Source: an optimization exercise on an open RTL-to-GDS flow (aim: small area and a short achievable clock period). Production flows keep margins and buffers that such runs may drop. Only the layout flow was run in this run; the RTL was not checked for function there.

## flow/design.v

```verilog
module fifo_mux_2_1(in0, in1, sel, out);
  parameter br = 1;
  parameter bw = 8;
  input [br*bw-1:0] in0;
  input [br*bw-1:0] in1; 
  input sel;
  output [br*bw-1:0] out;
  wire sbar; 
  wire [br*bw-1:0] w1, w2, out;
  genvar i;
  not G01 (sbar, sel);
  for (i=0; i < br*bw ; i=i+1) begin : gen
     and G0  (w1[i], in0[i], sbar);
     and G1  (w2[i], in1[i], sel);
     or  G2  (out[i], w1[i], w2[i]);
  end
 endmodule
module fifo_mux_8_1 (out, sel, in0, in1, in2, in3, in4, in5, in6, in7 );
  parameter bw = 4;
  parameter br = 1;
  input  [2:0 ] sel ;
  input  [br*bw-1:0] in0;
  input  [br*bw-1:0] in1;
  input  [br*bw-1:0] in2;
  input  [br*bw-1:0] in3;
  input  [br*bw-1:0] in4;
  input  [br*bw-1:0] in5;
  input  [br*bw-1:0] in6;
  input  [br*bw-1:0] in7;
  output [br*bw-1:0] out;
  wire   [br*bw-1:0] out_sub0_0, out_sub0_1, out_sub0_2, out_sub0_3 ;
  wire   [br*bw-1:0] out_sub1_0, out_sub1_1 ;
 fifo_mux_2_1 #(.bw(bw),.br(br)) fifo_mux_2_1a (.in0(in0), .in1(in1), .sel(sel[0]), .out(out_sub0_0));
 fifo_mux_2_1 #(.bw(bw),.br(br)) fifo_mux_2_1b (.in0(in2), .in1(in3), .sel(sel[0]), .out(out_sub0_1));
 fifo_mux_2_1 #(.bw(bw),.br(br)) fifo_mux_2_1c (.in0(in4), .in1(in5), .sel(sel[0]), .out(out_sub0_2));
 fifo_mux_2_1 #(.bw(bw),.br(br)) fifo_mux_2_1d (.in0(in6), .in1(in7), .sel(sel[0]), .out(out_sub0_3));
 fifo_mux_2_1 #(.bw(bw),.br(br)) fifo_mux_2_1e (.in0(out_sub0_0), .in1(out_sub0_1), .sel(sel[1]), .out(out_sub1_0));
 fifo_mux_2_1 #(.bw(bw),.br(br)) fifo_mux_2_1f (.in0(out_sub0_2), .in1(out_sub0_3), .sel(sel[1]), .out(out_sub1_1));
 fifo_mux_2_1 #(.bw(bw),.br(br)) fifo_mux_2_1g (.in0(out_sub1_0), .in1(out_sub1_1), .sel(sel[2]), .out(out));
endmodule
module fifo_depth8 (rd_clk, wr_clk, in, out, rd, wr, o_full, o_empty, reset);
  parameter br = 1;
  parameter bw = 4;
  parameter simd = 1;
  parameter lrf_depth = 1;
  input  rd_clk;
  input  wr_clk;
  input  rd;
  input  wr;
  input  reset;
  output o_full;
  output o_empty;
  input  [br*simd*bw-1:0] in;
  output [br*simd*bw-1:0] out;
  wire full, empty;
  reg [3:0] rd_ptr;
  reg [3:0] wr_ptr;
  reg [br*simd*bw-1:0] q0;
  reg [br*simd*bw-1:0] q1;
  reg [br*simd*bw-1:0] q2;
  reg [br*simd*bw-1:0] q3;
  reg [br*simd*bw-1:0] q4;
  reg [br*simd*bw-1:0] q5;
  reg [br*simd*bw-1:0] q6;
  reg [br*simd*bw-1:0] q7;
 assign empty = (wr_ptr == rd_ptr) ? 1'b1 : 1'b0 ;
 assign full  = ((wr_ptr[2:0] == rd_ptr[2:0]) && (wr_ptr[3] != rd_ptr[3])) ? 1'b1 : 1'b0;
 assign o_full  = full;
 assign o_empty = empty;
  fifo_mux_8_1 #(.bw(bw)) fifo_mux_16_1a (.in0(q0), .in1(q1), .in2(q2), .in3(q3), .in4(q4), .in5(q5), .in6(q6), .in7(q7),
                        	                        .sel(rd_ptr[2:0]), .out(out));
 always @ (posedge rd_clk) begin
   if (reset) begin
      rd_ptr <= 4'b0000;
   end
   else if ((rd == 1) && (empty == 0)) begin
      rd_ptr <= rd_ptr + 1;
   end
 end
 always @ (posedge wr_clk) begin
   if (reset) begin
      wr_ptr <= 4'b0000;
   end
   else begin 
      if ((wr == 1) && (full == 0)) begin
        wr_ptr <= wr_ptr + 1;
      end
      if (wr == 1) begin
        case (wr_ptr[2:0])
         3'b000   :    q0  <= in ;
         3'b001   :    q1  <= in ;
         3'b010   :    q2  <= in ;
         3'b011   :    q3  <= in ;
         3'b100   :    q4  <= in ;
         3'b101   :    q5  <= in ;
         3'b110   :    q6  <= in ;
         3'b111   :    q7  <= in ;
        endcase
      end
   end
 end
endmodule
module exp_lut (clk, wr, out, in, lut_in, reset);
parameter bw = 8;
output [bw-1:0] out ;
input  [bw-1:0] lut_in;
input  [bw/2-1:0] in;
input  clk;
input  wr;
input  reset;
reg	[bw-1:0] lut_q0;
reg	[bw-1:0] lut_q1;
reg	[bw-1:0] lut_q2;
reg	[bw-1:0] lut_q3;
reg	[bw-1:0] lut_q4;
reg	[bw-1:0] lut_q5;
reg	[bw-1:0] lut_q6;
reg	[bw-1:0] lut_q7;
reg	[bw-1:0] lut_q8;
reg	[bw-1:0] lut_q9;
reg	[bw-1:0] lut_q10;
reg	[bw-1:0] lut_q11;
reg	[bw-1:0] lut_q12;
reg	[bw-1:0] lut_q13;
reg	[bw-1:0] lut_q14;
reg	[bw-1:0] lut_q15;
assign out = (in == 0) ? lut_q0 : 
   (in == 1) ?	lut_q1	:
   (in == 2) ?	lut_q2	:
   (in == 3) ?	lut_q3	:
   (in == 4) ?	lut_q4	:
   (in == 5) ?	lut_q5	:
   (in == 6) ?	lut_q6	:
   (in == 7) ?	lut_q7	:
   (in == 8) ?	lut_q8	:
   (in == 9) ?	lut_q9	:
   (in == 10) ?	lut_q10	:
   (in == 11) ?	lut_q11	:
   (in == 12) ?	lut_q12	:
   (in == 13) ?	lut_q13	:
   (in == 14) ?	lut_q14	:
   	        lut_q15 ; 	
always @ (posedge clk) begin
 if (wr) begin
   lut_q0   <= lut_in;
   lut_q1   <= lut_q0	;
   lut_q2   <= lut_q1	;
   lut_q3   <= lut_q2	;
   lut_q4   <= lut_q3	;
   lut_q5   <= lut_q4	;
   lut_q6   <= lut_q5	;
   lut_q7   <= lut_q6	;
   lut_q8   <= lut_q7	;
   lut_q9   <= lut_q8	;
   lut_q10  <= lut_q9	;
   lut_q11  <= lut_q10	;
   lut_q12  <= lut_q11	;
   lut_q13  <= lut_q12	;
   lut_q14  <= lut_q13	;
   lut_q15  <= lut_q14	;
  end
end
endmodule
`timescale 1ns/1ps
module softmax (clk, out, in, lut_wr, execute, fetch, reset, mode);
parameter bw  = 8;
parameter col = 8;
input mode;
input  [col*bw-1:0] in;
input  clk;
input  execute;
input  [1:0] lut_wr;
input  reset, fetch;
output [col*bw-1:0] out;
reg [col*bw-1:0] out_q;
reg execute_q;
reg [4:0] cycle;
reg [4:0] lut_wr_cnt;
wire [bw-1+3:0] sum0;
wire [bw-1+3:0] sum1;
reg [bw-1+3:0] sum0_q;
reg [bw-1+3:0] sum1_q;
reg [bw-1+6:0] sum_q;
reg [col*bw-1:0] in_q;
reg [1:0] lut_wr_q;
reg [1:0] lut_wr_en_q;
reg [bw-1:0] lut_in_q;
wire [col*bw-1:0] out_temp;
wire [col*bw-1:0] out_msb;
wire [col*bw-1:0] out_lsb;
reg  [col*bw-1:0] out_msb_q;
reg  [col*bw-1:0] out_lsb_q;
wire [col*(bw+1)-1:0] in_neg;
reg  [col*(bw+1)-1:0] in_neg_q;
wire [col*bw-1:0] prod_fifo_out;
wire [col*(2*bw)-1:0] prod;
reg  [col*(2*bw)-1:0] prod_q;
reg  [2:0] cnt_q;
reg   prod_fifo_wr, fifo_next;
reg div_start;
genvar i;
for (i=0; i < col ; i=i+1) begin : col_num 
   fifo_depth8 #(.bw(bw)) prod_fifo_instance (
         .rd_clk(clk), 
         .wr_clk(clk), 
         .in(prod_q[2*bw*(i+1)-1 : 2*bw*(i+1)-bw]), 
         .out(prod_fifo_out[bw*(i+1)-1 : bw*i]), 
         .rd(fifo_next), 
         .wr(prod_fifo_wr),  
         .reset(reset)
   );
   exp_lut exp_lut_msb (
        .clk(clk),
        .wr(lut_wr_q[1]),
        .out(out_msb[(i+1)*bw - 1 : i*bw]),
        .in(in_q[(i+1)*bw-1 : i*bw + bw/2]),
        .lut_in(lut_in_q[bw-1:0]), 
        .reset(reset)
   ); 
   exp_lut  exp_lut_lsb (
        .clk(clk),
        .wr(lut_wr_q[0]),
        .out(out_lsb[(i+1)*bw - 1 :  i*bw]),
        .in(in_q[i*bw + bw/2 - 1: i*bw]),
        .lut_in(lut_in_q[bw-1:0]), 
        .reset(reset)
   ); 
   assign  prod[(i+1)*2*bw-1 : i*2*bw] = out_msb[(i+1)*bw-1 : i*bw] * out_lsb[(i+1)*bw-1 : i*bw];
   assign  out_temp[bw*(i+1)-1 : bw*i] = (sum_q == 0) ? {bw{1'b1}} :
                                         mode ? {prod_fifo_out[bw*(i+1)-1 : bw*i], 8'b0}/sum_q : {prod_q[2*bw*(i+1)-1 : 2*bw*(i+1)-bw], 8'b0}/sum_q ;
end
assign out = out_q;
assign  sum0  = prod_q[2*bw*1-1  : 2*bw*1-bw]  + prod_q[2*bw*2-1  : 2*bw*2-bw]  + prod_q[2*bw*3-1 : 2*bw*3-bw]   + prod_q[2*bw*4-1  : 2*bw*4-bw] 
 		+ prod_q[2*bw*5-1  : 2*bw*5-bw]  + prod_q[2*bw*6-1  : 2*bw*6-bw]  + prod_q[2*bw*7-1 : 2*bw*7-bw]   + prod_q[2*bw*8-1  : 2*bw*8-bw] ;
always @ (posedge clk) begin
      if (reset) begin
        sum_q <= 0;
        cycle <= 0;
	lut_wr_cnt <= 0;
        prod_fifo_wr <= 0;
        execute_q <= 0;
        lut_wr_q <= 0;
        lut_wr_en_q <= 0;
        cnt_q <= 0;
        fifo_next <= 0;
	div_start <= 0;
      end
      else begin
        if (lut_wr_cnt == 0  && (lut_wr[0] || lut_wr[1]))  begin
           in_q <= in ;
           if (lut_wr[0])
              lut_wr_en_q[0] <= 1;
           if (lut_wr[1])
              lut_wr_en_q[1] <= 1;
        end
        else if (lut_wr_en_q[0] || lut_wr_en_q[1]) begin
          lut_wr_cnt <= lut_wr_cnt + 1;
          case (lut_wr_cnt)
            0:  begin lut_in_q <= in_q[bw* 8-1:bw* 7];  lut_wr_q <= lut_wr_en_q; end
            1:  lut_in_q <= in_q[bw* 7-1:bw* 6];
            2:  lut_in_q <= in_q[bw* 6-1:bw* 5];
            3:  lut_in_q <= in_q[bw* 5-1:bw* 4];
            4:  lut_in_q <= in_q[bw* 4-1:bw* 3];
            5:  lut_in_q <= in_q[bw* 3-1:bw* 2];
            6:  lut_in_q <= in_q[bw* 2-1:bw* 1];
            7:  lut_in_q <= in_q[bw* 1-1:bw* 0];
            8: begin lut_wr_cnt <= 0; lut_wr_q <= 0; lut_wr_en_q <= 0; end
          endcase
        end
	if (mode == 0) begin
        	if (execute) begin
			if (cycle == 1) begin
				in_q <= in;
			end
			if (cycle == 2) begin
				prod_q <= prod;
			end
			if (cycle == 3) begin
				sum_q <= sum0;
             			div_start <= 1;
			end
			if (cycle == 4) begin
				cycle <= 0;
			end
			else begin
           			cycle <= cycle + 1;
			end
		end
		else begin
			div_start <= 0;
		end
	       if (div_start)  begin
			if (cnt_q == 3) begin
				out_q <= out_temp;
			end
			if (cnt_q == 4) begin
				cnt_q <= 0;
			end
			else begin
				cnt_q <= cnt_q+1;
			end
		end 
		else begin
			cnt_q <=0;
		end
	end
	else begin
        	if ((cycle == 0) && execute)
          		execute_q <= 1;
        	else if (execute_q) begin
          		if ((cycle >= 1) && (cycle < 9)) begin
             			in_q <= in;
           		end
          		if ((cycle >= 2) && (cycle < 10)) begin
             			prod_q <= prod;
           		end
			if (cycle == 2) begin
                		prod_fifo_wr <= 1;
				sum_q <= 0;
			end
          		if ((cycle >= 3) && (cycle < 11)) begin
             			sum0_q <= sum0;
           		end
          		if ((cycle >= 4) && (cycle < 12)) begin
             			sum_q <= sum_q + sum0_q;
           		end
          	 	if (cycle == 10) prod_fifo_wr <= 0;
          	 	if (cycle == 12) begin
             			execute_q <= 0;
             			cycle <= 0;
			end 
			else begin
           			cycle <= cycle + 1;
			end
		end
		if (fetch)  begin
			if (cnt_q == 4) begin
				cnt_q <= 0;
				fifo_next <= 0;
			end
			else begin
				cnt_q <= cnt_q+1;
				if (cnt_q == 3) begin
					out_q <= out_temp;
					fifo_next <= 1;
				end
			end
		end 
		else begin
			cnt_q <= 0;
		end
	end
   end
end
endmodule
```

## flow/config.mk

```make
export PLATFORM = sky130hd
export DESIGN_NAME = softmax
export DESIGN_NICKNAME = softmax
export VERILOG_FILES = /design/flow/design.v
export SDC_FILE = /design/flow/constraint.sdc
export NUM_CORES = 4
export LEC_CHECK = 0
export CAP_MARGIN = 20
export CORE_MARGIN = 2
export CORE_UTILIZATION = 40
export SLEW_MARGIN = 20
```

## flow/run.sh

```bash
#!/bin/bash
# synth_recipe.tcl (not shown) runs the flow's synth.tcl, then flattens the netlist and writes it again
# the make line also repeats each setting of config.mk as NAME=value (left out here)
make -C /OpenROAD-flow-scripts/flow DESIGN_CONFIG=/design/flow/config.mk WORK_HOME=/design/flow/orfs CLKGATE_MAP_FILE= SYNTH_SCRIPT=/design/flow/synth_recipe.tcl finish
```

## flow/constraint.sdc

```tcl
create_clock -name core_clock -period 33.0 [get_ports {clk}]
set_input_delay 6.6000 -clock core_clock [delete_from_list [all_inputs] [get_ports {clk}]]
set_output_delay 6.6000 -clock core_clock [all_outputs]
set_load 0.01 [all_outputs]
```

==> flow_summary.ini <==
[status]
result_of_the_run = timing/DRC/antenna clean

[synth]
synth_top_cells_by_area = edfxtp_1 22%, ha_1 13%, fa_1 5.1%
share_of_synthesized_registers_carrying_an_async_set_or_reset_pct = 0
flop_and_latch_count_out_of_synthesis = 1078
synth.most_common_cell = ha_1
synth_compound_area_share_pct = 22.2
synthesis.area_per_instance_um2 = 8.77
yosys-top-cells-count = 1371 x ha_1, 1303 x nand2_1, 1271 x nor2_1, 979 x edfxtp_1, 969 x a21oi_1
synthAdderAreaFrac_pct = 18.0
synthesis.nets = 16900
most_frequently_used_flop_master_after_synthesis = edfxtp_1
synth.yosys.warnings = 3
post_synth_and_or_nand_nor_area_fraction_pct = 16.8
synthDominantCellAreaShare_pct = 22.2
synthMuxAreaShare_pct = 10.2
post_synthesis_share_of_cell_area_spent_on_xor_and_xnor_gates_pct = 4.51
synth_top_family_by_area = compound AO/OA/AOI/OAI gates
number_of_synthesized_flops_with_an_enable_pin = 979
post_synth_inst_count = 15100
netlist_cell_types = 107
synth_seq_area_share_pct = 23.7
synth_top_area_cell = edfxtp_1
netlist_area_mm2 = 0.132

[grt]
grt_pass1_vias = 121000
number_of_antenna_violations_at_the_first_check_in_global_routing = 24
globalRoute.totalOverflow = 0
global_route_wire_length_before_repair_mm = 746
tot_gr_track_use_pct = 28.8
largest_net_degree_at_the_start_of_global_routing = 118

[floorplan]
total_number_of_placement_rows = 211
fp.dieArea_mm2 = 0.336
initial_core_util_pct = 40.1
boundaryPins = 135
die_h_um = 579
chipWidth_um = 579
core_area_mm2 = 0.330

[setup_path]
most_frequent_cell_on_the_critical_path = ha_1
criticalPathCategory = in2reg
cpPeakStageDelay_ps = 640
crit_required_ps = 33610
r2r_start = sum_q[13]
worst_r2r_endpoint = out_q[48]
cp-end-kind = register
timing.reg2reg.worst_path_depth = 119
cp_slowest_cell = or4b_2
start_kind = input port
critPathArrivalTime_ps = 32290
reg2reg_setup_slack_ps = 4660
crit_path_max_fanout = 15

[layout]
finish.cell_count_without_fillers = 20900
utilization_pct = 47.5
layout_nets = 18200
final_layout_size_suffix_gt1_share_pct = 19.3
syn2layout_area_growth_pct = 18.4

[clock_network]
clkTransAtPathRegs_ps = 70
ctsHtreeMaxLevel = 4
clockBufferDepth = 4
tritoncts_buffer_count = 139
cts_root_buffer = clkbuf_16
cts_num_sinks = 1078
cts_tree = yes
worstSkewPairLatency_ps = 910

[timing]
final-setup-viol-count = 0
final_tns_setup_ps = 0
fmax_ghz = 0.0316
worstMarginPinSlew_ps = 1340
slew_viol_final = 0
timing.final.crit_share_pct = 96.0
slew_headroom_pct = 10.7
finalWorstPathRequiredPeriod_ps = 31680
timing_hold_violations_final = 0
worst_clock_skew_ps = 105

[worst_hold_path]
startpoint_of_the_tightest_hold_check_path = cnt_q[0]
timing.hold.worst_path_depth = 1
hold_path.class = reg2reg
holdPathEnd = cnt_q[0]

[placement]
hpwl_mm = 366
place_congestion = 1.02
placement.io_buffers = 134
dpl.cell_count = 20600

[route]
detail_route.wl_per_cell_um = 24.0
first_iter_violations = 13000
top_layer = met5
met2_length_mm = 219
met1Wirelength_mm = 207
drt-pass1-iter-count = 12
detailroute.via_count = 127000
met3_wirelength_mm = 46.4
detail-route-antenna-nets = 0
vias_per_cell = 6.07
drc_errors = 0
routed_wirelength_mm = 501

[flow_run]
maxCapViolCount = 0
cell families (layout without fill, tap and decap cells):
family	Yosys count	in the layout
and+or+nand+nor	4638	4638
AOI/OAI and AO/OA	4394	4394
adders and majority gates	1707	1707
buffers and inverters	1562	3009
DFF	1078	1078
muxes	1038	1038
xor gates and xnor gates	682	682
other	0	9
how the worst max path moves through the flow:
stage / slack (ps) / end / start / cells after the start
global placement: -350 / out_q[56] / mode / 135
floorplan: -200 / out_q[48] / mode / 124
CTS: 350 / out_q[0] / mode / 120
detailed placement: -470 / out_q[0] / mode / 120
finish: 1320 / out_q[0] / mode / 126
global route: -150 / out_q[0] / mode / 127
final cells by class:
cell class / instances / area [um2]
Inverter: 808 / 3090
Timing Repair Buffer: 1953 / 15200
Antenna cell: 9 / 22.5
Fill cell: 31600 / 173000
Sequential cell: 1078 / 31400
Multi-Input combinational cell: 12500 / 96900
Clock buffer: 157 / 3570
Tap cell: 4366 / 5460
Clock inverter: 91 / 1150
flip-flops by register name, indices dropped and copies added (netlist names), 64 cells and up:
name / flops
col_num.prod_fifo_instance.q0: 64
col_num.prod_fifo_instance.q6: 64
prod_q: 64
col_num.prod_fifo_instance.q2: 64
col_num.prod_fifo_instance.q4: 64
in_q: 64
out_q: 64
col_num.prod_fifo_instance.q7: 64
col_num.prod_fifo_instance.q5: 64
col_num.prod_fifo_instance.q3: 64
col_num.prod_fifo_instance.q1: 64
per-stage QoR:
stage | setup slack, ps | cell area [um2] | hold WS [ps]
after floorplan | -200 | 133000 | 417
after global placement | -352 | 150000 | 432
after detailed placement | -466 | 150000 | 442
after CTS | 348 | 155000 | 463
after global routing | -149 | 157000 | 484
final | 1320 | 157000 | 464
routing by layer:
layer,track usage [%],vias to the layer above
met2,45.5,5761
met4,14.1,10
met5,0,-
li1,-,59100
met3,5.75,1445
met1,37.5,60700
what timing repair did:
item,in CTS,in global routing
hold buffers,0,0
setup buffers,0,64
gates resized for setup,0,354
setup endpoints to repair,0,13
endpoints found under the hold margin,0,0
cells in the final DEF (no fill, tap or decap), types with 78 or more instances in the layout:
| master | instances |
|---|---|
| a22o_1 | 108 |
| o31ai_1 | 78 |
| o22ai_1 | 203 |
| clkdlybuf4s50_1 | 132 |
| a21o_1 | 378 |
| o211ai_1 | 132 |
| clkbuf_16 | 141 |
| or2_2 | 117 |
| and3_1 | 165 |
| nor3_1 | 350 |
| o21ai_0 | 744 |
| xor2_1 | 238 |
| o21ai_1 | 79 |
| a22oi_1 | 92 |
| fa_1 | 336 |
| nand3_1 | 249 |
| xnor2_1 | 444 |
| nand4_1 | 100 |
| buf_4 | 1796 |
| mux2i_1 | 402 |
| nor2_1 | 1259 |
| a31oi_1 | 146 |
| inv_1 | 778 |
| a221oi_1 | 116 |
| a21oi_1 | 922 |
| a211oi_1 | 152 |
| o21a_1 | 280 |
| nand2b_1 | 219 |
| nor2b_1 | 225 |
| ha_1 | 1366 |
| or3_1 | 126 |
| dfxtp_1 | 94 |
| mux4_2 | 210 |
| nand2_1 | 1299 |
| mux2_2 | 406 |
| edfxtp_1 | 979 |
| and2_1 | 222 |
| o21bai_1 | 87 |
worst max-delay path, delay by kind of cell:
| family | cells | cell delay [ps] |
|---|---|---|
| buffers and inverters | 15 | 2520 |
| multiplexers | 6 | 1900 |
| AND/OR/NAND/NOR | 28 | 4950 |
| adder cells (fa/ha/maj) | 17 | 4920 |
| AO/OA/AOI/OAI | 60 | 11360 |

-- what the ideal ports hide --
Ports are ideal in the flow. The routed layout listed here was re-timed in OpenROAD. Step 1 sets driving cells, clkbuf_16 on the clock port and buf_2 on the other inputs (assumed; they add their load-dependent delay and slew). Step 2 adds t to the input delays and takes it off the output delays; t is the mean of the earliest and latest rising clock arrival at the registers after step 1. Input paths then give back, and output paths get back, about the clock's delay inside the block. a / b / c = no drivers / after step 1 / after step 2; a / b = the first two.
t (ns): 0.966
slack for setup (ns): 1.315 / 1.365 / 0.398
latest minus earliest clock arrival (ns): 0.105 / 0.105
worst data-port slew with drivers (ns): 0.19
After both steps setup and hold are still met in this run. The setup slack of this run moves by +0.050 ns with the drivers and by -0.917 ns with both steps.
